Context: an optimization exercise on an open-source flow, tuned for small area. The choices shown serve that exercise and are no tape-out recipe.
In this exercise RTL edits were held to simulation tests only and were not proved equivalent to the original.
No activity file was given, so power comes from the tool's default toggle rates.

==> flow/design.v (excerpt) <==
module gaussian_blur (
  input  logic        clk,
  input  logic        rst_n,
  input  logic [7:0]  pixel_in,
  input  logic        pixel_vld,
  output logic [7:0]  pixel_out,
  output logic        pixel_vld_out
);
For scale: roughly 560 flip-flops, roughly 20 I/O pins.
Settings: LEC_CHECK=0, CAP_MARGIN=20, CORE_MARGIN=2, CORE_UTILIZATION=40, SLEW_MARGIN=20; clock period 5.0 ns.
standard.sh (not shown) runs the stock make flow with config.mk's settings and CLKGATE_MAP_FILE= SYNTH_SCRIPT=/design/flow/synth_recipe.tcl, a recipe that flattens the netlist after the stock synthesis.
==> flow/flow/run.sh <==
#!/bin/bash
# Own layout flow: the standard ORFS flow with small port buffers and a
# lean clock tree (no dummy clock loads). Tool output goes to standard.log.
set -euo pipefail
export BUFFER_PORTS_ARGS="-buffer_cell sky130_fd_sc_hd__buf_1"
export CTS_ARGS="-sink_clustering_enable -repair_clock_nets -dont_use_dummy_load -buf_list sky130_fd_sc_hd__clkbuf_8 -root_buf sky130_fd_sc_hd__clkbuf_2 -tree_buf sky130_fd_sc_hd__clkbuf_2 -sink_clustering_buffer sky130_fd_sc_hd__clkbuf_8 -sink_clustering_size 21 -sink_clustering_max_diameter 60"
bash standard.sh > standard.log 2>&1
The baseline ran to the end with no violations.
==> next run, changes <==
==> flow/flow/run.sh (replaced) <==
#!/bin/bash
# Own layout flow: the standard ORFS flow with small port buffers and a
# lean clock tree (no dummy clock loads). Tool output goes to standard.log.
set -euo pipefail
export BUFFER_PORTS_ARGS="-buffer_cell sky130_fd_sc_hd__buf_1"
export CTS_ARGS="-sink_clustering_enable -repair_clock_nets -dont_use_dummy_load -buf_list sky130_fd_sc_hd__clkbuf_8 -root_buf sky130_fd_sc_hd__clkbuf_1 -tree_buf sky130_fd_sc_hd__clkbuf_1 -sink_clustering_buffer sky130_fd_sc_hd__clkbuf_8 -sink_clustering_size 20 -sink_clustering_max_diameter 60"
bash standard.sh > standard.log 2>&1
=>
- The new run completed without violations
- cell area climbs by 0.51%
- total power barely changes
- clock skew climbs by 8.9 ps
==> next run, changes <==
==> flow/flow/run.sh (replaced) <==
#!/bin/bash
# Own layout flow: the standard ORFS flow with small port buffers and a
# lean clock tree (no dummy clock loads). Tool output goes to standard.log.
set -euo pipefail
export BUFFER_PORTS_ARGS="-buffer_cell sky130_fd_sc_hd__buf_1"
export CTS_ARGS="-sink_clustering_enable -repair_clock_nets -dont_use_dummy_load -buf_list sky130_fd_sc_hd__clkbuf_8 -sink_clustering_size 24 -sink_clustering_max_diameter 60"
bash standard.sh > standard.log 2>&1
--- a/flow/config.mk
+++ b/flow/config.mk
@@ -9,3 +9,3 @@
 export CORE_MARGIN = 2
-export CORE_UTILIZATION = 40
+export CORE_UTILIZATION = 70
 export SLEW_MARGIN = 20
Sequential power is about the same. Sequential share of layout area rose by 1.3 points. Synthesized area stays the same. Power rose slightly. Worst hold slack is better by 68 ps. Via count rose slightly.
==> next run, changes <==
==> flow/flow/run.sh (replaced) <==
#!/bin/bash
# Own layout flow: the standard ORFS flow with small port buffers and a
# lean clock tree (no dummy clock loads). Tool output goes to standard.log.
set -euo pipefail
export BUFFER_PORTS_ARGS="-buffer_cell sky130_fd_sc_hd__buf_1"
export CTS_ARGS="-sink_clustering_enable -repair_clock_nets -dont_use_dummy_load -buf_list {sky130_fd_sc_hd__clkbuf_8 sky130_fd_sc_hd__clkbuf_16} -sink_clustering_size 22 -sink_clustering_max_diameter 60"
bash standard.sh > standard.log 2>&1
--- a/flow/config.mk
+++ b/flow/config.mk
@@ -9,3 +9,3 @@
 export CORE_MARGIN = 2
-export CORE_UTILIZATION = 70
+export CORE_UTILIZATION = 40
 export SLEW_MARGIN = 20
The new run went through all stages and came out clean.
Routed wire length is higher by 1.4%.
Cell area went up by 2.8%.
Die area grows by 73%.
Combinational power is lower by about 2%.
Setup slack improves by 67 ps.
Synthesized area stays the same.
==> next run, changes <==
==> flow/flow/run.sh (replaced) <==
#!/bin/bash
# Own layout flow: the standard ORFS flow with small port buffers and a
# lean clock tree (no dummy clock loads). Tool output goes to standard.log.
set -euo pipefail
export BUFFER_PORTS_ARGS="-buffer_cell sky130_fd_sc_hd__buf_1"
export CTS_ARGS="-sink_clustering_enable -repair_clock_nets -dont_use_dummy_load -buf_list sky130_fd_sc_hd__clkbuf_8 -sink_clustering_size 20 -sink_clustering_max_diameter 60"
bash standard.sh > standard.log 2>&1
--- a/flow/config.mk
+++ b/flow/config.mk
@@ -10,2 +10,4 @@
 export CORE_UTILIZATION = 40
+export GPL_ROUTABILITY_DRIVEN = 0
+export GPL_TIMING_DRIVEN = 0
 export SLEW_MARGIN = 20
Utilization is about the same.
Fmax is lower by 1.3%.
Register-to-register slack gets worse by 60 ps.
Design area barely changes.
Power goes down by 5.5%.
Area after synthesis stays the same.
Cell count went up by 1.2%.
Global-route usage increases by 0.40 points.

-- separate check: timing with driven ports --
In the flow no input, the clock included, has a driving cell. The finished layouts below were timed again as built, in two steps.
Step 1 sets driving cells, clkbuf_16 on the clock port and buf_2 on the other inputs (assumed; they add their load-dependent delay and slew).
Step 2 also shifts input and output timing later by t, the mid clock arrival at the registers, as if the neighbouring blocks saw the same clock.
Three values: ideal, step 1, step 2; two values: the first two.
run | t, ns | setup WS [ns] | worst setup path at the end | worst data-port slew with drivers (ns) | pins driven straight from the clock port
the first run | 0.874 | 0.197 / 0.197 / -0.161 | input to register | 0.03 | 1
the second run | 1.311 | 0.160 / 0.160 / -0.703 | input to register | 0.03 | 1
the third run | 0.568 | 0.163 / 0.163 / -0.161 | input to register | 0.04 | 1
the fourth run | 0.613 | 0.230 / 0.230 / -0.142 | input to register | 0.03 | 1
the fifth run | 0.605 | 0.168 / 0.168 / -0.185 | input to register | 0.03 | 1
With both steps, setup timing fails in every run listed, where it was met with ideal ports. For the second run, which loses most, drivers alone change the setup slack by 0.000 ns; drivers and shift together by -0.863 ns.
